This is an optimization exercise on Yosys and OpenROAD, whose aim is small area, not a production implementation.
In this exercise RTL edits were held to simulation tests only and were not proved equivalent to the original.
In run 4 the design's own scripts or RTL, not TritonCTS, make the clock network.
No driver is modelled on the clock port, so clock power and skew are understated where the tree is cut down; a real chip needs a root buffer or a tree.
Power is estimated from default activity; no workload was simulated.

`flow/constraint.sdc`:
```
create_clock -name core_clock -period 40.0 [get_ports {_clk}]
set_input_delay 8.0000 -clock core_clock [delete_from_list [all_inputs] [get_ports {_clk}]]
set_output_delay 8.0000 -clock core_clock [all_outputs]
set_load 0.01 [all_outputs]
```
`flow/design.v`:
```
module random_byte(
	input  logic       clk,
	input  logic       rst,
	input  logic       fwd,
	input  logic       bwd,
	output logic [4:0] row,
	output logic [1:0] spr
);
	logic [27:0] w;
	wire fb_f = ^(w & 28'h6339973);
	wire fb_b = ^(w & 28'hb19ccb9);
	always_ff @(posedge clk, posedge rst)
		if (rst)	w <= 28'hb6cc389;
		else if (fwd)	w <= {fb_f, w[27:1]};
		else if (bwd)	w <= {w[26:0], fb_b};
	assign row[0] = ^(w & 28'h98c62b4);
	assign row[1] = ^(w & 28'h1);
	assign row[2] = ^(w & 28'h220ce32);
	assign row[3] = ^(w & 28'h7ea580);
	assign row[4] = ^(w & 28'h2f51055);
	assign spr[0] = ^(w & 28'hb4c4c56);
	assign spr[1] = ^(w & 28'h5d08b47);
endmodule
module digits(
	input [3:0]		  digit,
	input [3:0]		  line,
	output logic [15:0]		data_line
);	
	wire [7:0] address = {digit, line};
	always_comb 
		case (address)
			8'b0000_0010: data_line = 16'b00111111_11111100;
			8'b0000_0011: data_line = 16'b00111111_11111100;
			8'b0000_0100: data_line = 16'b00110000_00001100;
			8'b0000_0101: data_line = 16'b00110000_00001100;
			8'b0000_0110: data_line = 16'b00110000_00001100;
			8'b0000_0111: data_line = 16'b00110000_00001100;
			8'b0000_1000: data_line = 16'b00110000_00001100;
			8'b0000_1001: data_line = 16'b00110000_00001100;
			8'b0000_1010: data_line = 16'b00110000_00001100;
			8'b0000_1011: data_line = 16'b00110000_00001100;
			8'b0000_1100: data_line = 16'b00111111_11111100;
			8'b0000_1101: data_line = 16'b00111111_11111100;
			8'b0001_0010: data_line = 16'b00111111_11000000;
			8'b0001_0011: data_line = 16'b00111111_11000000;
			8'b0001_0100: data_line = 16'b00000000_11000000;
			8'b0001_0101: data_line = 16'b00000000_11000000;
			8'b0001_0110: data_line = 16'b00000000_11000000;
			8'b0001_0111: data_line = 16'b00000000_11000000;
			8'b0001_1000: data_line = 16'b00000000_11000000;
			8'b0001_1001: data_line = 16'b00000000_11000000;
			8'b0001_1010: data_line = 16'b00000000_11000000;
			8'b0001_1011: data_line = 16'b00000000_11000000;
			8'b0001_1100: data_line = 16'b00111111_11111100;
			8'b0001_1101: data_line = 16'b00111111_11111100;
			8'b0010_0010: data_line = 16'b00111111_11111100;
			8'b0010_0011: data_line = 16'b00111111_11111100;
			8'b0010_0100: data_line = 16'b00000000_00001100;
			8'b0010_0101: data_line = 16'b00000000_00001100;
			8'b0010_0110: data_line = 16'b00111111_11111100;
			8'b0010_0111: data_line = 16'b00111111_11111100;
			8'b0010_1000: data_line = 16'b00110000_00000000;
			8'b0010_1001: data_line = 16'b00110000_00000000;
			8'b0010_1010: data_line = 16'b00110000_00000000;
			8'b0010_1011: data_line = 16'b00110000_00000000;
			8'b0010_1100: data_line = 16'b00111111_11111100;
			8'b0010_1101: data_line = 16'b00111111_11111100;
			8'b0011_0010: data_line = 16'b00111111_11111100;
			8'b0011_0011: data_line = 16'b00111111_11111100;
			8'b0011_0100: data_line = 16'b00000000_00001100;
			8'b0011_0101: data_line = 16'b00000000_00001100;
			8'b0011_0110: data_line = 16'b00111111_11111100;
			8'b0011_0111: data_line = 16'b00111111_11111100;
			8'b0011_1000: data_line = 16'b00000000_00001100;
			8'b0011_1001: data_line = 16'b00000000_00001100;
			8'b0011_1010: data_line = 16'b00000000_00001100;
			8'b0011_1011: data_line = 16'b00000000_00001100;
			8'b0011_1100: data_line = 16'b00111111_11111100;
			8'b0011_1101: data_line = 16'b00111111_11111100;
			8'b0100_0010: data_line = 16'b00110000_00001100;
			8'b0100_0011: data_line = 16'b00110000_00001100;
			8'b0100_0100: data_line = 16'b00110000_00001100;
			8'b0100_0101: data_line = 16'b00110000_00001100;
			8'b0100_0110: data_line = 16'b00111111_11111100;
			8'b0100_0111: data_line = 16'b00111111_11111100;
			8'b0100_1000: data_line = 16'b00000000_00001100;
			8'b0100_1001: data_line = 16'b00000000_00001100;
			8'b0100_1010: data_line = 16'b00000000_00001100;
			8'b0100_1011: data_line = 16'b00000000_00001100;
			8'b0100_1100: data_line = 16'b00000000_00001100;
			8'b0100_1101: data_line = 16'b00000000_00001100;
			8'b0101_0010: data_line = 16'b00111111_11111100;
			8'b0101_0011: data_line = 16'b00111111_11111100;
			8'b0101_0100: data_line = 16'b00110000_00000000;
			8'b0101_0101: data_line = 16'b00110000_00000000;
			8'b0101_0110: data_line = 16'b00111111_11111100;
			8'b0101_0111: data_line = 16'b00111111_11111100;
			8'b0101_1000: data_line = 16'b00000000_00001100;
			8'b0101_1001: data_line = 16'b00000000_00001100;
			8'b0101_1010: data_line = 16'b00000000_00001100;
			8'b0101_1011: data_line = 16'b00000000_00001100;
			8'b0101_1100: data_line = 16'b00111111_11111100;
			8'b0101_1101: data_line = 16'b00111111_11111100;
			8'b0110_0010: data_line = 16'b00111111_11111100;
			8'b0110_0011: data_line = 16'b00111111_11111100;
			8'b0110_0100: data_line = 16'b00110000_00000000;
			8'b0110_0101: data_line = 16'b00110000_00000000;
			8'b0110_0110: data_line = 16'b00111111_11111100;
			8'b0110_0111: data_line = 16'b00111111_11111100;
			8'b0110_1000: data_line = 16'b00110000_00001100;
			8'b0110_1001: data_line = 16'b00110000_00001100;
			8'b0110_1010: data_line = 16'b00110000_00001100;
			8'b0110_1011: data_line = 16'b00110000_00001100;
			8'b0110_1100: data_line = 16'b00111111_11111100;
			8'b0110_1101: data_line = 16'b00111111_11111100;
			8'b0111_0010: data_line = 16'b00111111_11111100;
			8'b0111_0011: data_line = 16'b00111111_11111100;
			8'b0111_0100: data_line = 16'b00000000_00001100;
			8'b0111_0101: data_line = 16'b00000000_00001100;
			8'b0111_0110: data_line = 16'b00000000_00001100;
			8'b0111_0111: data_line = 16'b00000000_00001100;
			8'b0111_1000: data_line = 16'b00000000_00110000;
			8'b0111_1001: data_line = 16'b00000000_00110000;
			8'b0111_1010: data_line = 16'b00000000_11000000;
			8'b0111_1011: data_line = 16'b00000000_11000000;
			8'b0111_1100: data_line = 16'b00000000_11000000;
			8'b0111_1101: data_line = 16'b00000000_11000000;
			8'b1000_0010: data_line = 16'b00111111_11111100;
			8'b1000_0011: data_line = 16'b00111111_11111100;
			8'b1000_0100: data_line = 16'b00110000_00001100;
			8'b1000_0101: data_line = 16'b00110000_00001100;
			8'b1000_0110: data_line = 16'b00111111_11111100;
			8'b1000_0111: data_line = 16'b00111111_11111100;
			8'b1000_1000: data_line = 16'b00110000_00001100;
			8'b1000_1001: data_line = 16'b00110000_00001100;
			8'b1000_1010: data_line = 16'b00110000_00001100;
			8'b1000_1011: data_line = 16'b00110000_00001100;
			8'b1000_1100: data_line = 16'b00111111_11111100;
			8'b1000_1101: data_line = 16'b00111111_11111100;
			8'b1001_0010: data_line = 16'b00111111_11111100;
			8'b1001_0011: data_line = 16'b00111111_11111100;
			8'b1001_0100: data_line = 16'b00110000_00001100;
			8'b1001_0101: data_line = 16'b00110000_00001100;
			8'b1001_0110: data_line = 16'b00111111_11111100;
			8'b1001_0111: data_line = 16'b00111111_11111100;
			8'b1001_1000: data_line = 16'b00000000_00001100;
			8'b1001_1001: data_line = 16'b00000000_00001100;
			8'b1001_1010: data_line = 16'b00000000_00001100;
			8'b1001_1011: data_line = 16'b00000000_00001100;
			8'b1001_1100: data_line = 16'b00111111_11111100;
			8'b1001_1101: data_line = 16'b00111111_11111100;
			default: 	 data_line = 8'b00000000_00000000;
		endcase
endmodule
module rom_ship(
	input	[3:0]     y,
	output logic [15:0] 	bits
);
always_comb case(y)
	4'b0000: bits = 16'b0000_0000_0000_0000;
	4'b0001: bits = 16'b0000_0000_0000_0000;
	4'b0010: bits = 16'b0011_1111_1111_1100;
	4'b0011: bits = 16'b0011_1111_0000_0000;
	4'b0100: bits = 16'b0011_1000_0000_0000;
	4'b0101: bits = 16'b0111_0000_0000_0000;
	4'b0110: bits = 16'b0111_1111_0000_0000;
	4'b0111: bits = 16'b0111_1111_1111_0000;
	4'b1000: bits = 16'b0111_1111_1111_0000;
	4'b1001: bits = 16'b0111_1111_0000_0000;
	4'b1010: bits = 16'b0111_0000_0000_0000;
	4'b1011: bits = 16'b0011_1000_0000_0000;
	4'b1100: bits = 16'b0011_1111_0000_0000;
	4'b1101: bits = 16'b0011_1111_1111_1100;
	4'b1110: bits = 16'b0000_0000_0000_0000;
	4'b1111: bits = 16'b0000_0000_0000_0000;
endcase
endmodule
module rom_tail(
	input	[3:0]     y,
	input [1:0]		  frame,
	output logic [15:0] 	bits
);
always_comb case({frame, y})
	6'b00_0000: bits = 16'b0000_0000_0000_0000;
	6'b00_0001: bits = 16'b0000_0000_0000_0000;
	6'b00_0010: bits = 16'b0000_0000_0000_0000;
	6'b00_0011: bits = 16'b0000_0000_0000_0000;
	6'b00_0100: bits = 16'b0000_0000_0000_0000;
	6'b00_0101: bits = 16'b0000_0000_0000_0111;
	6'b00_0110: bits = 16'b0000_0000_0001_1111;
	6'b00_0111: bits = 16'b0000_0000_1111_1111;
	6'b00_1000: bits = 16'b0000_0000_1111_1111;
	6'b00_1001: bits = 16'b0000_0000_0001_1111;
	6'b00_1010: bits = 16'b0000_0000_0000_0111;
	6'b00_1011: bits = 16'b0000_0000_0000_0000;
	6'b00_1100: bits = 16'b0000_0000_0000_0000;
	6'b00_1101: bits = 16'b0000_0000_0000_0000;
	6'b00_1110: bits = 16'b0000_0000_0000_0000;
	6'b00_1111: bits = 16'b0000_0000_0000_0000;
	6'b01_0000: bits = 16'b0000_0000_0000_0000;
	6'b01_0001: bits = 16'b0000_0000_0000_0000;
	6'b01_0010: bits = 16'b0000_0000_0000_0000;
	6'b01_0011: bits = 16'b0000_0000_0000_0000;
	6'b01_0100: bits = 16'b0000_0000_0000_0000;
	6'b01_0101: bits = 16'b0000_0000_0000_1110;
	6'b01_0110: bits = 16'b0000_0000_0011_0000;
	6'b01_0111: bits = 16'b0000_0001_1111_1100;
	6'b01_1000: bits = 16'b0000_0001_1111_1100;
	6'b01_1001: bits = 16'b0000_0000_0011_0000;
	6'b01_1010: bits = 16'b0000_0000_0000_1110;
	6'b01_1011: bits = 16'b0000_0000_0000_0000;
	6'b01_1100: bits = 16'b0000_0000_0000_0000;
	6'b01_1101: bits = 16'b0000_0000_0000_0000;
	6'b01_1110: bits = 16'b0000_0000_0000_0000;
	6'b01_1111: bits = 16'b0000_0000_0000_0000;
	6'b10_0000: bits = 16'b0000_0000_0000_0000;
	6'b10_0001: bits = 16'b0000_0000_0000_0000;
	6'b10_0010: bits = 16'b0000_0000_0000_0000;
	6'b10_0011: bits = 16'b0000_0000_0000_0000;
	6'b10_0100: bits = 16'b0000_0000_0000_0000;
	6'b10_0101: bits = 16'b0000_0000_0001_1000;
	6'b10_0110: bits = 16'b0000_0000_1111_0000;
	6'b10_0111: bits = 16'b0000_0111_1100_0001;
	6'b10_1000: bits = 16'b0000_0111_1100_0001;
	6'b10_1001: bits = 16'b0000_0000_1111_0000;
	6'b10_1010: bits = 16'b0000_0000_0001_1000;
	6'b10_1011: bits = 16'b0000_0000_0000_0000;
	6'b10_1100: bits = 16'b0000_0000_0000_0000;
	6'b10_1101: bits = 16'b0000_0000_0000_0000;
	6'b10_1110: bits = 16'b0000_0000_0000_0000;
	6'b10_1111: bits = 16'b0000_0000_0000_0000;
	6'b11_0000: bits = 16'b0000_0000_0000_0000;
	6'b11_0001: bits = 16'b0000_0000_0000_0000;
	6'b11_0010: bits = 16'b0000_0000_0000_0000;
	6'b11_0011: bits = 16'b0000_0000_0000_0000;
	6'b11_0100: bits = 16'b0000_0000_0000_0000;
	6'b11_0101: bits = 16'b0000_0000_0011_0001;
	6'b11_0110: bits = 16'b0000_0001_1000_0011;
	6'b11_0111: bits = 16'b0000_0111_0001_1111;
	6'b11_1000: bits = 16'b0000_0111_0001_1111;
	6'b11_1001: bits = 16'b0000_0001_1000_0011;
	6'b11_1010: bits = 16'b0000_0000_0011_0001;
	6'b11_1011: bits = 16'b0000_0000_0000_0000;
	6'b11_1100: bits = 16'b0000_0000_0000_0000;
	6'b11_1101: bits = 16'b0000_0000_0000_0000;
	6'b11_1110: bits = 16'b0000_0000_0000_0000;
	6'b11_1111: bits = 16'b0000_0000_0000_0000;
endcase
endmodule
module rom_meteor(
	input	[3:0]     y,
	input	[1:0]	    sprite,
	output logic [15:0] 	bits
);
always_comb case({y, sprite})
	6'b0000_00: bits = 16'b0000_0000_0000_0000;
	6'b0001_00: bits = 16'b0000_1111_1000_0000;
	6'b0010_00: bits = 16'b0001_1111_1110_0000;
	6'b0011_00: bits = 16'b0000_0000_1111_0000;
	6'b0100_00: bits = 16'b0010_1111_0111_1000;
	6'b0101_00: bits = 16'b0111_0111_0111_1000;
	6'b0110_00: bits = 16'b0111_1111_1001_1100;
	6'b0111_00: bits = 16'b0111_1111_1001_1100;
	6'b1000_00: bits = 16'b0111_0011_1111_1110;
	6'b1001_00: bits = 16'b0111_0111_1111_1110;
	6'b1010_00: bits = 16'b0111_1101_1111_1110;
	6'b1011_00: bits = 16'b0111_1111_1001_1100;
	6'b1100_00: bits = 16'b0011_1111_0001_1100;
	6'b1101_00: bits = 16'b0000_1111_1111_1000;
	6'b1110_00: bits = 16'b0000_0011_1111_0000;
	6'b1111_00: bits = 16'b0000_0000_0000_0000;
	6'b0000_01: bits = 16'b0000_0000_0000_0000;
	6'b0001_01: bits = 16'b0000_0111_1100_0000;
	6'b0010_01: bits = 16'b0000_1111_1110_0000;
	6'b0011_01: bits = 16'b0001_1110_1111_0000;
	6'b0100_01: bits = 16'b0011_1000_1111_1000;
	6'b0101_01: bits = 16'b0011_1001_1111_1100;
	6'b0110_01: bits = 16'b0101_1111_1110_0110;
	6'b0111_01: bits = 16'b0100_1110_1111_0110;
	6'b1000_01: bits = 16'b0111_1100_1101_1110;
	6'b1001_01: bits = 16'b0111_1111_1111_1110;
	6'b1010_01: bits = 16'b0011_1111_1111_1100;
	6'b1011_01: bits = 16'b0011_1001_1100_1000;
	6'b1100_01: bits = 16'b0000_1111_1011_0000;
	6'b1101_01: bits = 16'b0000_0111_1110_0000;
	6'b1110_01: bits = 16'b0000_0000_0000_0000;
	6'b1111_01: bits = 16'b0000_0000_0000_0000;
	6'b0000_10: bits = 16'b0000_0000_0000_0000;
	6'b0001_10: bits = 16'b0000_1111_1000_0000;
	6'b0010_10: bits = 16'b0001_1111_1110_0000;
	6'b0011_10: bits = 16'b0000_0000_1111_0000;
	6'b0100_10: bits = 16'b0010_1111_0111_1000;
	6'b0101_10: bits = 16'b0111_0111_0111_1000;
	6'b0110_10: bits = 16'b0111_1111_1001_1100;
	6'b0111_10: bits = 16'b0111_1111_1001_1100;
	6'b1000_10: bits = 16'b0011_0011_1111_1110;
	6'b1001_10: bits = 16'b0011_0111_1111_1110;
	6'b1010_10: bits = 16'b0001_1101_1111_1110;
	6'b1011_10: bits = 16'b0001_1111_1001_1100;
	6'b1100_10: bits = 16'b0000_0111_0001_1100;
	6'b1101_10: bits = 16'b0000_0011_1111_1000;
	6'b1110_10: bits = 16'b0000_0000_0111_0000;
	6'b1111_10: bits = 16'b0000_0000_0000_0000;
	6'b0000_11: bits = 16'b0000_0000_0000_0000;
	6'b0001_11: bits = 16'b0000_0000_0000_0000;
	6'b0010_11: bits = 16'b0000_0011_1000_0000;
	6'b0011_11: bits = 16'b0000_0110_1100_0000;
	6'b0100_11: bits = 16'b0000_0110_1100_0000;
	6'b0101_11: bits = 16'b0000_1100_1110_0000;
	6'b0110_11: bits = 16'b0000_1100_0110_0000;
	6'b0111_11: bits = 16'b0000_1100_0110_0000;
	6'b1000_11: bits = 16'b0000_1100_0110_0000;
	6'b1001_11: bits = 16'b0000_1100_0110_0000;
	6'b1010_11: bits = 16'b0000_1100_1110_0000;
	6'b1011_11: bits = 16'b0000_0110_1100_0000;
	6'b1100_11: bits = 16'b0000_0110_1100_0000;
	6'b1101_11: bits = 16'b0000_0011_1000_0000;
	6'b1110_11: bits = 16'b0000_0000_0000_0000;
	6'b1111_11: bits = 16'b0000_0000_0000_0000;
endcase
endmodule
module main(
	input logic		_clk, _rst,
	input logic		up, down,
	output logic		hsync, vsync,
	output logic		active,
	output logic		r, g, b
);
	logic clk;
	logic rst;
	assign clk = _clk;
	assign rst = ~_rst;
	localparam MAX_H = 799;
	localparam MAX_V = 524;
	logic [9:0] hp, vp;
	always_ff @(posedge clk, posedge rst)
		if (rst)		hp <= '0;
		else if (hp == MAX_H)	hp <= '0;
		else			hp <= hp + 1'b1;
	always_ff @(posedge clk, posedge rst)
		if (rst)		vp <= '0;
		else if (hp == MAX_H) begin
			if (vp == MAX_V)	vp <= '0;
			else 			vp <= vp + 1'b1;
		end
	wire tick = (hp == MAX_H) && (vp == 10'd489);
	assign hsync = (10'd656 <= hp && hp <= 10'd751);
	assign vsync = (10'd490 <= vp && vp <= 10'd491);
	assign active = (hp < 10'd640) && (vp < 10'd480);
	wire [5:0] col = hp[9:4];
	wire [4:0] trow = vp[8:4];
	wire [3:0] py = vp[3:0];
	wire [3:0] px = hp[3:0];
	logic [4:0] ship_y;
	always_ff @(posedge clk, posedge rst)
		if (rst) 				ship_y <= '0;
		else if (!tick)				ship_y <= ship_y;
		else if (~up && (ship_y != '0))		ship_y <= ship_y - 5'd1;
		else if (~down && (ship_y != 5'd29))	ship_y <= ship_y + 5'd1;
	logic [5:0] d;
	always_ff @(posedge clk, posedge rst)
		if (rst)		d <= 6'd43;
		else if (tick)		d <= (d == 6'd0) ? 6'd3 : d - 6'd1;
	wire [1:0] tail_frame = ~d[1:0];
	wire fwd = (px == 4'd15 && col < 6'd39) || tick;
	wire bwd = (hp >= 10'd640) && (hp < 10'd679);
	logic [4:0] obj_row;
	logic [1:0] obj_spr;
	random_byte random_byte(.clk(clk), .rst(rst), .fwd(fwd), .bwd(bwd), .row(obj_row), .spr(obj_spr));
	logic ship_in_coin;
	logic [2:0] taken;
	always_ff @(posedge clk, posedge rst)
		if (rst)		taken <= '0;
		else if (tick)		taken <= {ship_in_coin, taken[2:1]};
	wire filled = ({1'b0, col} + 7'd3 >= {1'b0, d}) && !(col < 6'd3 && taken[col[1:0]]);
	wire coin_now = filled && (obj_row == ship_y) && (obj_spr == 2'b11);
	wire at_ship = (col == 6'd3);
	always_ff @(posedge clk, posedge rst)
		if (rst)		ship_in_coin <= 1'b0;
		else if (at_ship)	ship_in_coin <= coin_now;
	logic [3:0] score_0, score_1, score_2, score_3;
	always_ff @(posedge clk, posedge rst)
		if (rst)	begin
			score_0 <= '0;
			score_1 <= '0;
			score_2 <= '0;
			score_3 <= '0;
		end else if (at_ship && coin_now && !ship_in_coin) begin
			if (score_0 == 4'd9) begin
				score_0 <= '0;
				if (score_1 == 4'd9) begin
					score_1 <= '0;
					if (score_2 == 4'd9) begin
						score_2 <= '0;
						if (score_3 == 4'd9) begin
							score_3 <= '0;
						end else begin
							score_3 <= score_3 + 4'd1;
						end
					end else begin
						score_2 <= score_2 + 4'd1;
					end
				end else begin
					score_1 <= score_1 + 4'd1;
				end
			end else begin
				score_0 <= score_0 + 4'd1;
			end
		end
	logic [15:0] ship_line, tail_line, meteor_line, digit_line;
	logic [3:0] digit_to_show;
	always_comb
		case (hp[5:4])
			2'b00: digit_to_show = score_3;
			2'b01: digit_to_show = score_2;
			2'b10: digit_to_show = score_1;
			2'b11: digit_to_show = score_0;
		endcase
	rom_ship rom_ship(.y(py), .bits(ship_line));
	rom_tail rom_tail(.y(py), .frame(tail_frame), .bits(tail_line));
	rom_meteor rom_meteor(.y(py), .sprite(obj_spr), .bits(meteor_line));
	digits digits(.digit(digit_to_show), .line(py), .data_line(digit_line));
	wire ship_row = (trow == ship_y);
	wire ship_px = ship_row && (col == 6'd3) && ship_line[~px];
	wire tail_px = ship_row && (col == 6'd2) && tail_line[~px];
	wire score_px = (trow == 5'd1) && (col[5:2] == 4'd8) && digit_line[~px];
	wire enemy_px = filled && (obj_row == trow) && meteor_line[~px];
	wire coin_px = enemy_px && (obj_spr == 2'b11);
	wire blank = !enemy_px && !ship_px && !score_px && !tail_px;
	assign r = active && (blank || ship_px || score_px);
	assign g = active && (blank || coin_px);
	assign b = active && (blank || coin_px);
endmodule
```
`flow/run.sh`:
```
#!/bin/bash
# synth_recipe.tcl (not shown) runs the flow's synth.tcl, then flattens the netlist and writes it again
# the make line also repeats each setting of config.mk as NAME=value (left out here)
make -C /OpenROAD-flow-scripts/flow DESIGN_CONFIG=/design/flow/config.mk WORK_HOME=/design/flow/orfs CLKGATE_MAP_FILE= SYNTH_SCRIPT=/design/flow/synth_recipe.tcl finish
```
`flow/config.mk`:
```
export PLATFORM = sky130hd
export DESIGN_NAME = main
export DESIGN_NICKNAME = main
export VERILOG_FILES = /design/flow/design.v
export SDC_FILE = /design/flow/constraint.sdc
export NUM_CORES = 8
export LEC_CHECK = 0
export CAP_MARGIN = 20
export CORE_MARGIN = 2
export CORE_UTILIZATION = 30
export PLACE_DENSITY = 0.45
export SLEW_MARGIN = 20
```
==> out/qor.csv, run 1 <==
stage,metric,value,unit
outcome,status,timing/DRC/antenna clean,
drt,number of vias per cell,5.47,
final_layout,Area growth syn-to-layout,9.93,%
clocking,TritonCTS Buffers,9,
drt,router iterations before antenna repair,7,
final_layout,Fill cells,2400,
timing,Worst slew margin,38.0,%
hold_path,HP Class,reg -> reg,
timing,Worst Max-Slew Pin Slew,925,ps
worst_setup_path,Worst Setup End Kind,primary output,
die,# rows,55,
final_layout,NumNets Final,856,
timing,Highest Clock Rate,0.0791,GHz
timing,period utilisation layout,31.6,%
power_and_ir_drop,PD cells,23.8,mW/mm^2
clocking,Worst-path clk slew,60,ps
die,total core area,0.0228,mm^2
synthesis,syn nets,881,
clocking,setup bufs post-CTS,0,
final_layout,most frequent cells in the layout,"nand2_1 (125), xnor2_1 (70), dfrtp_1 (61), nor2_1 (59), a21oi_1 (46)",
drt,routed wire length,21.0,mm
timing,skew final,10.5,ps
place,IO buf count,9,
die,Initial Util,30.8,%
drt,number of DRC markers after the initial detailed-route iteration,490,
drt,via count,6227,
timing,RSZ-0062 raised after global routing,no,
synthesis,sequential area share after synthesis,28.5,%
die,die area,0.0246,mm^2
global_route,GR Util All Layers,17.5,%
global_route,pin count of the biggest net entering global routing,57,
synthesis,synthesized cell area,0.00701,mm^2
drt,WL/cell,18.4,um
synthesis,"FF+latch count, synth",79,
place,placed insts,1123,
die,Die Span Y,157,um
die,Die Wd,157,um
worst_setup_path,CP Data Required Time,32000,ps
clocking,Post-CTS Resized,0,
final_layout,"most common cell after layout, fill and taps aside",nand2_1,
job,maxcap violations,0,
timing,"Hold Vio Cnt, Final",0,
global_route,vias in the first global route,5939,
final_layout,layout cells sized above 1,9.08,%
clocking,CTS root buffer,clkbuf_16,
synthesis,Most used DFF post-synth,dfrtp_1,
worst_setup_path,critical path startpoint category,flip-flop,
clocking,worst skew pair latency,360,ps
drt,# DRC,0,
worst_setup_path,Critical Path AT,4650,ps
clocking,Max Buffers Root-to-Sink,2,
final_layout,# diodes,0,
global_route,grt ovf,0,
synthesis,post-synthesis async set-or-reset flop share,100,%
place,DP Wirelength,14.9,mm
timing,final setup violation count,0,
synthesis,Syn Area/Cell,8.29,um^2
die,io pins,10,
place,gp weighted congestion,0.878,
worst_setup_path,Crit Path Class,reg -> out,
clocking,htree depth,3,
timing,setup_tns,0,ps
synthesis,Mapped Cells,846,
global_route,initial antenna violation count,0,
synthesis,number of flops mapped to enable cells by yosys,0,
clocking,"Hold-fix buffers, CTS",0,
synthesis,Synth cell types,77,
timing,Slew Limit Fails,0,
power_and_ir_drop,maximum VDD drop,0.0000165,V
power_and_ir_drop,static leakage,3.21,nW
synthesis,Yosys Warn Count,6,
worst_setup_path,CP max FO,19,
clocking,CTS tree,built,
timing,fin crit period,12650,ps
global_route,first-pass GRT wire length,33.8,mm
drt,antenna-violating nets left,0,
final_layout,fin cells,1139,
clocking,# clock sinks,79,
[power breakdown]
| group | switching (mW) | total [mW] | internal (mW) |
|---|---|---|---|
| Clock | 0.0375 | 0.101 | 0.0632 |
| Combinational | 0.00205 | 0.00276 | 0.000702 |
| Sequential | 0 | 0.0800 | 0.0800 |
[logic make-up after synthesis]
family,after synthesis,synth area share [%]
buffers and inverters,89,4.94
DFF,79,28.5
and+or+nand+nor,286,19.3
xor gates and xnor gates,105,15.2
adders and majority gates,32,5.78
AOI/OAI and AO/OA,231,22.6
muxes,24,3.66
[path summary, 6_finish.rpt]
kind                                   start           endpoint  slack, ps  cells past startpoint
setup reg to reg                       vp[2]  random_byte.w[17]      36060                     10
max in group asynchronous               _rst          ship_y[0]      31390                      2
setup / recovery           random_byte.w[25]                  b      27350                     11
hold / removal              random_byte.w[3]   random_byte.w[3]        490                      2
hold reg to reg             random_byte.w[3]   random_byte.w[3]        490                      2
min in group asynchronous               _rst         score_2[2]       7520                      1
[registers in the layout, summed over array words and instances (netlist names), 5 cells and up]
| name | count |
|---|---|
| vp | 10 |
| d | 6 |
| ship_y | 5 |
| random_byte.w | 28 |
| hp | 10 |
[final cells by class]
type	instances	area [um^2]	area share [%]
flip-flops and latches	79	2000	26.0
clock inverters	6	115	1.49
repair buffers	19	163	2.11
multi-input cells	678	4670	60.6
inverters	34	128	1.66
clock buffers	10	239	3.10
well taps	313	392	5.08
[worst max-delay path, cell delays in order, from the launching register on]
cell and delay, ps:
dfstp_2 580, xor2_1 370, xor3_1 560, xnor2_2 740, nor3_1 80, a2111oi_0 440
o41ai_1 150, o211ai_1 130, nand4_1 150, a21oi_2 200, mux2i_1 310, clkdlybuf4s50_1 590
[Yosys cell counts, types with 4 or more instances]
master     number  share of area, %
a2111oi_0       5              0.62
a211oi_1       12               1.3
a21o_1          9              0.96
a21oi_1        46               3.3
a221oi_1        6              0.75
a222oi_1        4              0.57
a22oi_1        32               3.4
a311oi_1        5              0.62
a31oi_1         8              0.71
and3_1          9              0.80
buf_2           4              0.29
clkbuf_1       46               2.5
dfrtp_1        61                22
dfstp_2        18               6.7
ha_1           30               5.4
inv_1          33               1.8
mux2_2         11               1.8
mux2i_1        11               1.6
nand2_1       125               6.7
nand2b_1        4              0.36
nand3_1        21               1.5
nand4_1        12               1.1
nor2_1         59               3.2
nor2b_1        12               1.1
nor3_1         16               1.1
nor4_1          9              0.80
o211ai_1       11               1.2
o21ai_0        45               3.2
o311ai_0        5              0.62
o31ai_1         7              0.75
xnor2_1        70               8.7
xnor3_1         4               1.3
xor2_1         23               2.9
[routing by layer]
| metal | share of wire (%) | vias to the layer above | track usage (%) | routed length (um) |
|---|---|---|---|---|
| met5 | 0 | - | 0 | 0 |
| li1 | - | 2999 | - | - |
| met2 | 45 | 179 | 27.7 | 9510 |
| met4 | 2.5 | 0 | 5.77 | 514 |
| met3 | 5.0 | 35 | 3.07 | 1050 |
| met1 | 47 | 3014 | 24.1 | 9880 |
[metrics by stage]
step,setup WS [ps],cell area (um^2),hold slack [ps],util (%),total power [mW]
2_1_floorplan,28550,7010,449,-,0.0821
3_3_place_gp,27820,7350,473,32.3,0.0843
3_5_place_dp,27800,7350,481,32.3,0.0844
4_1_cts,27370,7700,491,33.8,0.188
5_1_grt,27030,7700,499,33.8,0.190
6_report,27350,7700,489,33.8,0.183
==> run 2: changes to the inputs <==
--- a/flow/config.mk
+++ b/flow/config.mk
@@ -8,5 +8,8 @@
 export CAP_MARGIN = 20
 export CORE_MARGIN = 2
 export CORE_UTILIZATION = 30
+export CTS_BUF_LIST = sky130_fd_sc_hd__clkbuf_16
+export CTS_CLUSTER_DIAMETER = 500
+export CTS_CLUSTER_SIZE = 80
 export PLACE_DENSITY = 0.45
 export SLEW_MARGIN = 20
==> out/qor.csv, run 2 <==
stage,metric,value,unit,change
power_and_ir_drop,overall power,181,uW,-1.1%
clocking,worst skew pair latency,360,ps,about the same
hold_path,HP Class,reg -> reg,,
global_route,GR Util All Layers,17.5,%,unchanged
clocking,# clock sinks,79,,unchanged
clocking,Max Buffers Root-to-Sink,2,,unchanged
worst_setup_path,CP peak stage delay,780,ps,+40 ps
die,die area,0.0246,mm^2,unchanged
final_layout,# diodes,0,,unchanged
power_and_ir_drop,static leakage,3.21,nW,-0.17%
drt,number of vias per cell,5.47,,unchanged
final_layout,layout cells sized above 1,8.96,%,-0.12 points
worst_setup_path,CP max FO,19,,unchanged
timing,"Hold Vio Cnt, Final",0,,unchanged
timing,fin crit period,12650,ps,-0.200 ps
worst_setup_path,critical path startpoint category,flip-flop,,
worst_setup_path,slowest CP cell,xnor2_2,,
global_route,pin count of the biggest net entering global routing,57,,unchanged
clocking,htree depth,3,,unchanged
synthesis,Synth cell types,77,,unchanged
place,gp weighted congestion,0.878,,unchanged
final_layout,register area,0.00200,mm^2,unchanged
synthesis,top post-synthesis cells by count,"nand2_1 (125), xnor2_1 (70), dfrtp_1 (61), nor2_1 (59)",,
global_route,initial antenna violation count,0,,unchanged
timing,Worst Max-Slew Pin Slew,925,ps,unchanged
global_route,first-pass GRT wire length,33.8,mm,unchanged
timing,period utilisation layout,31.6,%,about the same
place,placed insts,1123,,unchanged
synthesis,Mapped Cells,846,,unchanged
drt,antenna-violating nets left,0,,unchanged
outcome,status,timing/DRC/antenna clean,,
die,Die Wd,157,um,unchanged
place,IO buf count,9,,unchanged
synthesis,"FF+latch count, synth",79,,unchanged
timing,skew final,10.5,ps,unchanged
synthesis,sequential area share after synthesis,28.5,%,unchanged
final_layout,Largest Register,random_byte.w,,
worst_setup_path,Critical Path AT,4650,ps,about the same
power_and_ir_drop,maximum VDD drop,0.0000165,V,about the same
power_and_ir_drop,PD cells,23.6,mW/mm^2,-0.96%
synthesis,Most used DFF post-synth,dfrtp_1,,
die,# rows,55,,unchanged
final_layout,most frequent cells in the layout,"nand2_1 (125), xnor2_1 (70), dfrtp_1 (61), nor2_1 (59), a21oi_1 (46)",,
worst_setup_path,Crit Path Class,reg -> out,,
job,maxcap violations,0,,unchanged
place,DP Wirelength,14.9,mm,unchanged
final_layout,Regs by FF count,"random_byte.w: 28 flops, hp: 10 flops, vp: 10 flops",,
worst_setup_path,worst-path cell chain,xor2_1 > xnor3_1 > xnor2_2 > nor3_1 > a2111oi_0 > o41ai_1 > o211ai_1 > nand4_1 > a21oi_2 > mux2i_1 > clkdlybuf4s50_1,,
die,io pins,10,,unchanged
clocking,CTS tree,built,,
synthesis,"count leader, synth",nand2_1,,
synthesis,syn nets,881,,unchanged
timing,Worst slew margin,38.0,%,unchanged
synthesis,Area contributors post-synth,"dfrtp_1 (22%), xnor2_1 (8.7%), dfstp_2 (6.7%)",,
final_layout,"most common cell after layout, fill and taps aside",nand2_1,,
timing,Highest Clock Rate,0.0791,GHz,about the same
final_layout,fin cells,1139,,unchanged
drt,number of DRC markers after the initial detailed-route iteration,490,,unchanged
worst_setup_path,worst reg-to-reg setup slack,36060,ps,about the same
drt,via count,6227,,unchanged
synthesis,number of flops mapped to enable cells by yosys,0,,unchanged
synthesis,Yosys Warn Count,6,,unchanged
final_layout,max reg flops,28,,unchanged
synthesis,share of the synthesized area in the top cell type,21.8,%,unchanged
synthesis,post-synthesis async set-or-reset flop share,100,%,unchanged
clocking,setup bufs post-CTS,0,,unchanged
global_route,vias in the first global route,5939,,unchanged
synthesis,Syn Area/Cell,8.29,um^2,unchanged
clocking,"Hold-fix buffers, CTS",0,,unchanged
timing,Slew Limit Fails,0,,unchanged
global_route,grt ovf,0,,unchanged
worst_setup_path,CP Data Required Time,32000,ps,about the same
clocking,CTS root buffer,clkbuf_16,,
die,total core area,0.0228,mm^2,unchanged
timing,RSZ-0062 raised after global routing,no,,
die,Initial Util,30.8,%,unchanged
final_layout,Area growth syn-to-layout,9.78,%,
synthesis,synthesized cell area,0.00701,mm^2,unchanged
timing,setup_tns,0,ps,unchanged
worst_setup_path,Worst Setup End Kind,primary output,,
final_layout,NumNets Final,856,,unchanged
drt,router iterations before antenna repair,7,,unchanged
drt,WL/cell,18.4,um,unchanged
final_layout,Multi-input gate area,0.00467,mm^2,unchanged
clocking,Post-CTS Resized,0,,unchanged
clocking,TritonCTS Buffers,9,,unchanged
clocking,Worst-path clk slew,60,ps,about the same
final_layout,Fill cells,2401,,+0.042%
die,Die Span Y,157,um,unchanged
drt,# DRC,0,,unchanged
timing,final setup violation count,0,,unchanged
synthesis,post-synth top area cell,dfrtp_1,,
drt,routed wire length,21.0,mm,unchanged
==> run 2: cell counts after synthesis <==
Identical to the previous run, type by type.
==> run 2: stage by stage <==
stage          utilization, %  hold WS, ps  area, um^2  setup WS, ps
3_5_place_dp             32.3          481        7350         27800
4_1_cts                  33.8          491        7690         27370
2_1_floorplan               -          449        7010         28550
3_3_place_gp             32.3          473        7350         27820
6_report                 33.8          489        7690         27350
5_1_grt                  33.8          499        7690         27030
==> run 2: layout make-up <==
| cell class | instances | area share [%] |
|---|---|---|
| Sequential cell | 79 | 26.0 |
| Clock inverter | 7 | 1.54 |
| Clock buffer | 9 | 2.93 |
| Tap cell | 313 | 5.09 |
| Inverter | 34 | 1.66 |
| Multi-Input combinational cell | 678 | 60.7 |
| Timing Repair Buffer | 19 | 2.11 |
==> run 2: where the power goes <==
group          total, mW  internal [mW]  switching [mW]
combinational    0.00276       0.000702         0.00205
clock             0.0987         0.0613          0.0374
sequential        0.0800         0.0800               0
==> run 2: final timing paths <==
| kind | cells after the start | to | from |
|---|---|---|---|
| worst min-delay path | 2 | random_byte.w[3] | random_byte.w[3] |
| worst max-delay path | 11 | b | random_byte.w[18] |
| max in group asynchronous | 2 | ship_y[0] | _rst |
| min in group asynchronous | 1 | score_2[2] | _rst |
| worst min register to register | 2 | random_byte.w[3] | random_byte.w[3] |
| worst max register to register | 10 | random_byte.w[17] | vp[2] |
==> run 2: cells by family (layout without fill, tap and decap cells) <==
family	count (synthesis)	count (layout)	synth area share (%)
mux	24	24	3.66
simple gates	286	286	19.3
buf+inv	89	69	4.94
xor+xnor	105	105	15.2
compound gates	231	231	22.6
flops	79	79	28.5
fa+ha+maj	32	32	5.78
==> run 2: layer usage <==
metal | GRT usage (%) | vias up | wire length, um
met3 | 3.07 | 35 | 1050
met5 | 0 | - | 0
met2 | 27.7 | 179 | 9510
li1 | - | 2999 | -
met4 | 5.77 | 0 | 514
met1 | 24.1 | 3014 | 9880
==> run 2: worst max-delay path, delay by kind of cell, from the launching register on <==
| kind | cells | cell delay (ps) |
|---|---|---|
| flip-flops | 1 | 580 |
| AND/OR/NAND/NOR | 2 | 230 |
| multiplexers | 1 | 310 |
| buffers and inverters | 1 | 590 |
| AO/OA/AOI/OAI | 4 | 920 |
| XOR/XNOR | 3 | 1660 |
==> run 3: changes to the inputs <==
--- a/flow/config.mk
+++ b/flow/config.mk
@@ -8,8 +8,8 @@
 export CAP_MARGIN = 20
 export CORE_MARGIN = 2
 export CORE_UTILIZATION = 30
-export CTS_BUF_LIST = sky130_fd_sc_hd__clkbuf_16
-export CTS_CLUSTER_DIAMETER = 500
-export CTS_CLUSTER_SIZE = 80
+export CTS_BUF_LIST = sky130_fd_sc_hd__clkbuf_8
+export CTS_CLUSTER_DIAMETER = 200
+export CTS_CLUSTER_SIZE = 40
 export PLACE_DENSITY = 0.45
 export SLEW_MARGIN = 20
==> out/qor.csv, run 3 <==
stage,metric,value,unit,change
global_route,GR Util All Layers,17.4,%,-0.10 points
synthesis,post-synth top area cell,dfrtp_1,,
synthesis,post-synthesis async set-or-reset flop share,100,%,unchanged
drt,number of vias per cell,5.45,,-0.39%
die,Die Span Y,157,um,unchanged
final_layout,max reg flops,28,,unchanged
clocking,"Hold-fix buffers, CTS",0,,unchanged
place,Place WS,27800,ps,unchanged
timing,setup_tns,0,ps,unchanged
final_layout,layout cells sized above 1,9.08,%,+0.12 points
timing,Worst Max-Slew Pin Slew,913,ps,-12.0 ps
drt,number of DRC markers after the initial detailed-route iteration,558,,+14%
outcome,status,timing/DRC/antenna clean,,
timing,Highest Clock Rate,0.0789,GHz,-0.23%
synthesis,share of the synthesized area in the top cell type,21.8,%,unchanged
clocking,Post-CTS Resized,0,,unchanged
synthesis,"count leader, synth",nand2_1,,
timing,Worst slew margin,39.0,%,+0.98 points
timing,period utilisation layout,31.7,%,+0.071 points
synthesis,number of flops mapped to enable cells by yosys,0,,unchanged
worst_setup_path,Worst Setup End Kind,primary output,,
clocking,# clock sinks,79,,unchanged
drt,via count,6203,,-0.39%
final_layout,final instance area,0.00760,mm^2,-1.2%
global_route,grt ovf,0,,unchanged
drt,WL/cell,18.3,um,-0.47%
synthesis,Synth cell types,77,,unchanged
drt,routed wire length,20.9,mm,-0.47%
timing,final setup violation count,0,,unchanged
global_route,first-pass GRT wire length,33.8,mm,about the same
worst_setup_path,Critical Path AT,4670,ps,+20 ps
synthesis,Yosys Warn Count,6,,unchanged
synthesis,Mapped Cells,846,,unchanged
timing,RSZ-0062 raised after global routing,no,,
die,Die Wd,157,um,unchanged
clocking,setup bufs post-CTS,0,,unchanged
drt,# DRC,0,,unchanged
synthesis,synthesized cell area,0.00701,mm^2,unchanged
place,DP Wirelength,14.9,mm,unchanged
place,IO buf count,9,,unchanged
power_and_ir_drop,PD cells,21.1,mW/mm^2,-10%
die,# rows,55,,unchanged
clocking,worst skew pair latency,380,ps,+20 ps
global_route,pin count of the biggest net entering global routing,57,,unchanged
die,io pins,10,,unchanged
final_layout,most frequent cells in the layout,"nand2_1 (125), xnor2_1 (70), dfrtp_1 (61), nor2_1 (59), a21oi_1 (46)",,
final_layout,NumNets Final,856,,unchanged
hold_path,HP Class,reg -> reg,,
timing,"Hold Vio Cnt, Final",0,,unchanged
power_and_ir_drop,overall power,161,uW,-11%
power_and_ir_drop,static leakage,3.17,nW,-1.3%
timing,smallest setup slack after layout,27330,ps,-28.6 ps
final_layout,Largest Register,random_byte.w,,
die,die area,0.0246,mm^2,unchanged
final_layout,# diodes,0,,unchanged
final_layout,Area growth syn-to-layout,8.48,%,
clocking,CTS root buffer,clkbuf_8,,
die,Initial Util,30.8,%,unchanged
synthesis,top post-synthesis cells by count,"nand2_1 (125), xnor2_1 (70), dfrtp_1 (61), nor2_1 (59)",,
worst_setup_path,CP max FO,7,,-12
synthesis,Area contributors post-synth,"dfrtp_1 (22%), xnor2_1 (8.7%), dfstp_2 (6.7%)",,
power_and_ir_drop,maximum VDD drop,0.0000124,V,-25%
clocking,CTS tree,built,,
timing,skew final,16.1,ps,+5.58 ps
timing,fin crit period,12670,ps,+28.6 ps
final_layout,"most common cell after layout, fill and taps aside",nand2_1,,
drt,antenna-violating nets left,0,,unchanged
drt,router iterations before antenna repair,8,,+1
final_layout,Fill cells,2417,,+0.67%
synthesis,Syn Area/Cell,8.29,um^2,unchanged
global_route,vias in the first global route,5944,,+0.084%
global_route,initial antenna violation count,0,,unchanged
clocking,htree depth,3,,unchanged
clocking,Max Buffers Root-to-Sink,2,,unchanged
synthesis,"FF+latch count, synth",79,,unchanged
timing,Slew Limit Fails,0,,unchanged
clocking,TritonCTS Buffers,9,,unchanged
worst_setup_path,CP Data Required Time,32000,ps,about the same
worst_setup_path,critical path startpoint category,flip-flop,,
job,maxcap violations,0,,unchanged
final_layout,Regs by FF count,"random_byte.w: 28 flops, hp: 10 flops, vp: 10 flops",,
synthesis,syn nets,881,,unchanged
place,gp weighted congestion,0.878,,unchanged
clocking,Worst-path clk slew,90,ps,+30 ps
synthesis,Most used DFF post-synth,dfrtp_1,,
die,total core area,0.0228,mm^2,unchanged
synthesis,sequential area share after synthesis,28.5,%,unchanged
worst_setup_path,Crit Path Class,reg -> out,,
place,DP Area,0.00735,mm^2,unchanged
==> run 3: metal layers <==
layer / track usage [%] / vias up / routed length, um
met1: 24.1 / 2987 / 9780
li1: - / 3000 / -
met2: 27.7 / 187 / 9570
met4: 5.11 / 0 / 460
met5: 0 / - / 0
met3: 2.99 / 29 / 1040
==> run 3: where the power goes <==
group | switching [mW] | leakage (nW) | internal (mW) | total, mW
combinational | 0.00205 | 2.03 | 0.000702 | 0.00275
clock | 0.0343 | 0.124 | 0.0436 | 0.0780
sequential | 0 | 1.01 | 0.0799 | 0.0799
total | 0.0364 | 3.17 | 0.124 | 0.161
==> run 3: stage by stage <==
stage / instances / hold slack (ps) / util [%]
2_1_floorplan: 846 / 449 / -
3_3_place_gp: 1123 / 473 / 32.3
3_5_place_dp: 1123 / 481 / 32.3
4_1_cts: 1139 / 495 / 33.4
5_1_grt: 1139 / 504 / 33.4
6_report: 1139 / 491 / 33.4
==> run 3: worst paths after layout <==
path                              startpoint           endpoint  slack [ps]  cells after the start
max                        random_byte.w[18]                  b       27330                     11
min                        random_byte.w[27]  random_byte.w[27]         490                      2
max reg2reg                            vp[2]  random_byte.w[17]       36000                     10
max in group asynchronous               _rst              vp[4]       31420                      2
min in group asynchronous               _rst         score_2[2]        7500                      1
min reg2reg                random_byte.w[27]  random_byte.w[27]         490                      2
==> run 3: area by class of cell <==
type	count	area [um^2]	area share, %
flip-flops and latches	79	2000	26.3
multi-input cells	678	4670	61.4
clock inverters	6	115	1.51
inverters	34	128	1.68
repair buffers	19	163	2.14
clock buffers	10	138	1.81
well taps	313	392	5.15
==> run 3: cell families after synthesis <==
group	synth area share, %
simple gates	19.3
compound gates	22.6
flops	28.5
buf+inv	4.94
fa+ha+maj	5.78
xor+xnor	15.2
mux	3.66
==> run 3: critical path: stages (launching register included) <==
cell,delay [ps]
dfstp_2,590
xor2_1,310
xnor3_1,570
xnor2_1,200
and3_1,250
or2_1,370
or3_1,400
a221oi_1,350
o32ai_1,160
a21oi_2,210
mux2i_1,310
clkdlybuf4s50_1,590
==> run 4: changes to the inputs <==
==> flow/flow/run.sh (new file) <==
#!/bin/bash
# Own layout flow: the standard flow (standard.sh) with two changes:
#  - synthesis maps the combinational logic with a stronger ABC script
#    (area.abc); registers are mapped before ABC, as in the standard synthesis;
#  - the clock is distributed by cts_own.tcl (a few clock buffers driven by
#    the clock port) instead of ORFS's CTS.
# Each step's output goes to a log file of its own in the work folder.
set -euo pipefail
W=$(pwd)
export OWN_ABC_SCRIPT=$W/flow/area.abc
export OWN_CLOCK_PORT=_clk
export OWN_CLOCK_BUF=${OWN_CLOCK_BUF:-sky130_fd_sc_hd__clkbuf_16}
export OWN_CLOCK_GROUPS=${OWN_CLOCK_GROUPS:-4}
S=(SYNTH_SCRIPT=$W/flow/own_synth.tcl ADDER_MAP_FILE= "BUFFER_PORTS_ARGS=-buffer_cell sky130_fd_sc_hd__buf_1")
bash standard.sh "${S[@]}" place > $W/flow_place.log 2>&1
bash standard.sh "${S[@]}" RUN_SCRIPT=$W/flow/cts_own.tcl RUN_LOG_NAME_STEM=4_1_cts run > $W/flow_cts.log 2>&1
bash standard.sh "${S[@]}" finish > $W/flow_finish.log 2>&1
==> flow/flow/area.abc (new file) <==
strash
&get -n
&deepsyn -T 30
&put
dch -f
amap
topo
==> flow/flow/cts_own.tcl (new file) <==
# Clock distribution for a small design: the registers are split into
# OWN_CLOCK_GROUPS groups by place (k-means), and one clock buffer per group,
# driven by the clock port, drives the group's clock pins (ORFS's CTS builds a
# nine-buffer tree plus dummy loads for 79 registers). Writes the same
# results as ORFS's cts step.
source $::env(SCRIPTS_DIR)/load.tcl
erase_non_stage_variables cts
load_design 3_place.odb 3_place.sdc
set_dont_use $::env(DONT_USE_CELLS)

set block [ord::get_db_block]
set db [ord::get_db]
set port_net [[$block findBTerm $::env(OWN_CLOCK_PORT)] getNet]
set master [$db findMaster $::env(OWN_CLOCK_BUF)]
set k $::env(OWN_CLOCK_GROUPS)
$port_net setSigType CLOCK

# the clock pins and their locations
set pins {}
foreach it [$port_net getITerms] {
  set bb [[$it getInst] getBBox]
  lappend pins [list $it [expr { ([$bb xMin] + [$bb xMax]) / 2.0 }] \
    [expr { ([$bb yMin] + [$bb yMax]) / 2.0 }]]
}
set n [llength $pins]
# k-means on the pin locations, seeded along the sorted x order
set sorted [lsort -real -index 1 $pins]
set cx {}
set cy {}
for { set g 0 } { $g < $k } { incr g } {
  set p [lindex $sorted [expr { int(($g + 0.5) * $n / $k) }]]
  lappend cx [lindex $p 1]
  lappend cy [lindex $p 2]
}
for { set iter 0 } { $iter < 50 } { incr iter } {
  set assign {}
  foreach p $pins {
    set best 0
    set bd 1e30
    for { set g 0 } { $g < $k } { incr g } {
      set dx [expr { [lindex $p 1] - [lindex $cx $g] }]
      set dy [expr { [lindex $p 2] - [lindex $cy $g] }]
      set d [expr { abs($dx) + abs($dy) }]
      if { $d < $bd } { set bd $d; set best $g }
    }
    lappend assign $best
  }
  for { set g 0 } { $g < $k } { incr g } {
    set sx 0.0; set sy 0.0; set m 0
    foreach p $pins a $assign {
      if { $a == $g } {
        set sx [expr { $sx + [lindex $p 1] }]
        set sy [expr { $sy + [lindex $p 2] }]
        incr m
      }
    }
    if { $m > 0 } {
      lset cx $g [expr { $sx / $m }]
      lset cy $g [expr { $sy / $m }]
    }
  }
}
for { set g 0 } { $g < $k } { incr g } {
  set buf [odb::dbInst_create $block $master clkbuf_own_$g]
  set net [odb::dbNet_create $block clknet_own_$g]
  $net setSigType CLOCK
  set m 0
  foreach p $pins a $assign {
    if { $a == $g } {
      set it [lindex $p 0]
      $it disconnect
      $it connect $net
      incr m
    }
  }
  puts "clock buffer $g drives $m clock pins"
  [$buf findITerm A] connect $port_net
  [$buf findITerm X] connect $net
  $buf setLocation [expr { int([lindex $cx $g]) }] [expr { int([lindex $cy $g]) }]
  $buf setPlacementStatus PLACED
}

set_placement_padding -global \
  -left $::env(CELL_PAD_IN_SITES_DETAIL_PLACEMENT) \
  -right $::env(CELL_PAD_IN_SITES_DETAIL_PLACEMENT)
detailed_placement
check_placement -verbose

set_propagated_clock [all_clocks]
estimate_parasitics -placement
report_clock_skew
report_check_types -max_slew -max_capacitance -violators
repair_timing_helper
detailed_placement
check_placement -verbose
report_metrics 4 "cts final"
orfs_write_db $::env(RESULTS_DIR)/4_1_cts.odb
orfs_write_sdc $::env(RESULTS_DIR)/4_cts.sdc
==> flow/flow/own_synth.tcl (new file) <==
# The standard synthesis (synth_recipe.tcl), with one change: ABC maps the
# combinational logic with the script named by OWN_ABC_SCRIPT instead of
# ORFS's speed script. Registers are mapped before ABC runs, so they come out
# as in the standard synthesis.
proc synth {args} { yosys synth -nofsm -noshare {*}$args }
proc abc {args} {
  set i [lsearch -exact $args -script]
  if { $i >= 0 } { lset args [expr { $i + 1 }] $::env(OWN_ABC_SCRIPT) }
  yosys abc {*}$args
}
source $::env(SCRIPTS_DIR)/synth.tcl
# left out here: clear keep_hierarchy, flatten, clean up, hide names made inside functions, write 1_2_yosys.v
==> flow/standard.sh (new file) <==
#!/bin/bash
# synth_recipe.tcl (not shown) runs the flow's synth.tcl, then flattens the netlist and writes it again
# the make line also repeats each setting of config.mk as NAME=value (left out here)
make -C /OpenROAD-flow-scripts/flow DESIGN_CONFIG=/design/flow/config.mk WORK_HOME=/design/flow/orfs CLKGATE_MAP_FILE= SYNTH_SCRIPT=/design/flow/synth_recipe.tcl "${@:-finish}"
==> flow/config.mk (replaced) <==
export PLATFORM = sky130hd
export DESIGN_NAME = main
export DESIGN_NICKNAME = main
export VERILOG_FILES = /design/flow/design.v
export SDC_FILE = /design/flow/constraint.sdc
export NUM_CORES = 8
export LEC_CHECK = 0
export CAP_MARGIN = 20
export CORE_MARGIN = 2
export CORE_UTILIZATION = 70
export GPL_TIMING_DRIVEN = 0
export PLACE_DENSITY = 0.8
export SLEW_MARGIN = 20
removed: flow/run.sh
==> out/qor.csv, run 4 <==
stage,metric,value,unit,change
outcome,status,timing/DRC/antenna clean,,
synthesis,sequential area share after synthesis,37.2,%,+8.7 points
synthesis,synthesized cell area,0.00537,mm^2,-23%
drt,router iterations before antenna repair,9,,+1
timing,final setup violation count,0,,unchanged
final_layout,Area growth syn-to-layout,5.73,%,
worst_setup_path,Critical Path AT,6090,ps,+1420 ps
timing,Worst Max-Slew Pin Slew,1110,ps,+193 ps
die,total core area,0.00733,mm^2,-68%
drt,# DRC,0,,unchanged
synthesis,syn nets,754,,-14%
global_route,first-pass GRT wire length,26.2,mm,-22%
die,io pins,10,,unchanged
final_layout,final instance area,0.00568,mm^2,-25%
timing,Highest Clock Rate,0.0710,GHz,-10%
worst_setup_path,CP max FO,9,,+2
worst_setup_path,Crit Path Class,reg -> out,,
synthesis,"FF+latch count, synth",79,,unchanged
final_layout,# diodes,0,,unchanged
final_layout,NumNets Final,771,,-9.9%
drt,number of vias per cell,7.03,,+29%
place,IO buf count,9,,unchanged
clocking,worst skew pair latency,160,ps,-220 ps
final_layout,most frequent cells in the layout,"nor2_1 (168), clkinv_1 (121), nand2_1 (75), dfrtp_1 (61), a21oi_1 (57)",,
die,# rows,31,,-44%
die,Die Span Y,91.6,um,-42%
place,DP Wirelength,11.8,mm,-21%
place,gp weighted congestion,1.07,,+22%
clocking,Worst-path clk slew,90,ps,about the same
final_layout,Regs by FF count,"random_byte.w: 28 flops, hp: 10 flops, vp: 10 flops",,
synthesis,post-synthesis async set-or-reset flop share,100,%,unchanged
worst_setup_path,worst reg-to-reg setup slack,33380,ps,-2620 ps
synthesis,post-synth top area cell,dfrtp_1,,
synthesis,"count leader, synth",nor2_1,,
synthesis,Syn Area/Cell,7.16,um^2,-14%
clocking,"Hold-fix buffers, CTS",0,,unchanged
global_route,vias in the first global route,5416,,-8.9%
final_layout,Largest Register,random_byte.w,,
synthesis,Area contributors post-synth,"dfrtp_1 (28%), nor2_1 (12%), dfstp_2 (8.8%)",,
drt,WL/cell,18.4,um,+0.33%
drt,antenna-violating nets left,0,,unchanged
synthesis,Most used DFF post-synth,dfrtp_1,,
timing,skew final,18.9,ps,+2.80 ps
synthesis,number of flops mapped to enable cells by yosys,0,,unchanged
die,die area,0.00839,mm^2,-66%
power_and_ir_drop,static leakage,2.14,nW,-32%
synthesis,top post-synthesis cells by count,"nor2_1 (169), clkinv_1 (121), nand2_1 (75), dfrtp_1 (61), a21oi_1 (57)",,
final_layout,"most common cell after layout, fill and taps aside",nor2_1,,
global_route,pin count of the biggest net entering global routing,36,,-37%
clocking,setup bufs post-CTS,0,,unchanged
power_and_ir_drop,maximum VDD drop,0.0000318,V,+160%
drt,routed wire length,15.9,mm,-24%
synthesis,Synth cell types,40,,-48%
timing,RSZ-0062 raised after global routing,no,,
synthesis,Mapped Cells,750,,-11%
timing,Worst slew margin,26.3,%,-13 points
global_route,GR Util All Layers,37.6,%,+20 points
timing,setup_tns,0,ps,unchanged
timing,"Hold Vio Cnt, Final",0,,unchanged
drt,number of DRC markers after the initial detailed-route iteration,814,,+46%
worst_setup_path,critical path startpoint category,flip-flop,,
synthesis,share of the synthesized area in the top cell type,28.4,%,+6.6 points
global_route,grt ovf,0,,unchanged
die,Die Wd,91.6,um,-42%
place,DP Area,0.00557,mm^2,-24%
global_route,initial antenna violation count,0,,unchanged
synthesis,Yosys Warn Count,6,,unchanged
die,Initial Util,73.3,%,+43 points
place,Place WS,26530,ps,-1270 ps
worst_setup_path,CP Data Required Time,32000,ps,about the same
power_and_ir_drop,overall power,121,uW,-24%
timing,period utilisation layout,35.2,%,+3.5 points
final_layout,max reg flops,28,,unchanged
timing,Slew Limit Fails,0,,unchanged
drt,via count,6077,,-2.0%
job,maxcap violations,0,,unchanged
timing,smallest setup slack after layout,25910,ps,-1410 ps
power_and_ir_drop,PD cells,21.4,mW/mm^2,+1.1%
clocking,Post-CTS Resized,0,,unchanged
final_layout,layout cells sized above 1,3.66,%,-5.4 points
hold_path,HP Class,reg -> reg,,
worst_setup_path,Worst Setup End Kind,primary output,,
timing,fin crit period,14090,ps,+1410 ps
run 4: through the flow:
step | utilization [%] | hold WS (ps) | cells
after global placement | 75.4 | 476 | 858
after floorplan | - | 457 | 750
after detailed placement | 76.0 | 489 | 860
final | 77.5 | 503 | 864
after global routing | 77.5 | 523 | 864
run 4: final cells by class:
type / count / area [um^2]
plain buffers: 5 / 108
fillers: 525 / 1650
inverters: 121 / 454
multi-input cells: 549 / 2920
flip-flops and latches: 79 / 2000
well taps: 99 / 124
repair buffers: 11 / 75.1
run 4: logic make-up (layout without fill, tap and decap cells):
kind of cell	Yosys count	after routing	synth area share (%)
compound gates	245	245	30.8
xor+xnor	1	1	0.163
buf+inv	122	137	8.60
flops	79	79	37.2
simple gates	303	303	23.2
run 4: path summary, 6_finish.rpt:
kind | from | endpoint | cells past startpoint
hold / removal | d[5] | d[5] | 2
setup / recovery | random_byte.w[0] | g | 24
min in group asynchronous | _rst | ship_y[1] | 1
hold reg to reg | d[5] | d[5] | 2
setup reg to reg | random_byte.w[0] | score_3[1] | 29
max in group asynchronous | _rst | d[5] | 2
run 4: where the power goes:
part	total, mW	switching, mW	internal (mW)
Sequential	0.0800	0.000104	0.0799
Combinational	0.00245	0.00184	0.000612
Clock	0.0388	0.0206	0.0182
Total	0.121	0.0225	0.0988
run 4: routing by layer:
metal / global-route usage [%] / routed length [um] / share of wire, % / vias up
met4: 10.1 / 626 / 3.9 / 0
met5: 0 / 0 / 0 / -
li1: - / - / - / 2763
met3: 6.14 / 1960 / 12 / 81
met2: 58.9 / 6920 / 44 / 465
met1: 54.4 / 6370 / 40 / 2768
run 4: critical path, cell delays in order (launching register included):
cell      delay, ps
dfstp_2         630
clkinv_1        230
o22ai_1         220
nor2_1           80
a21oi_1         240
nor2_1           70
a21oi_1         180
clkinv_1        140
o22ai_1         170
nor2_1           70
a21oi_1         190
nor2_1           60
a21oi_1         460
clkinv_1        310
nor2_1          430
clkinv_1        420
o31ai_1         400
a31oi_1         130
a211oi_1        310
nor4_1           90
nor3_1          310
o21ai_0         200
o31ai_1         300
buf_4           160
buf_1           140

what the ideal ports hide:
The flow's constraints put no driver on any port. The routed layouts listed below were extracted and timed again, unchanged, in two steps. Step 1: set_driving_cell puts a clkbuf_16 on _clk and a buf_2 on each other input, an assumption about the parent block. Step 2 times the ports against the registers' clock, not the clock port: input delays grow and output delays shrink by t, the midpoint of the rising clock arrivals with the driver on. a / b / c = ideal ports / drivers / drivers and shift; a / b = the first two.
run | t (ns) | setup WS [ns] | worst setup path at the end | worst register clock-pin slew, ns
run 1 | 0.392 | 27.354 / 27.315 / 27.707 | register to output | 0.07 / 0.07
run 2 | 0.392 | 27.354 / 27.315 / 27.707 | register to output | 0.07 / 0.07
run 3 | 0.408 | 27.326 / 27.289 / 27.697 | register to output | 0.10 / 0.10
run 4 | 0.228 | 25.914 / 25.831 / 26.060 | register to output | 0.09 / 0.09
After both steps setup and hold are still met in every run listed.
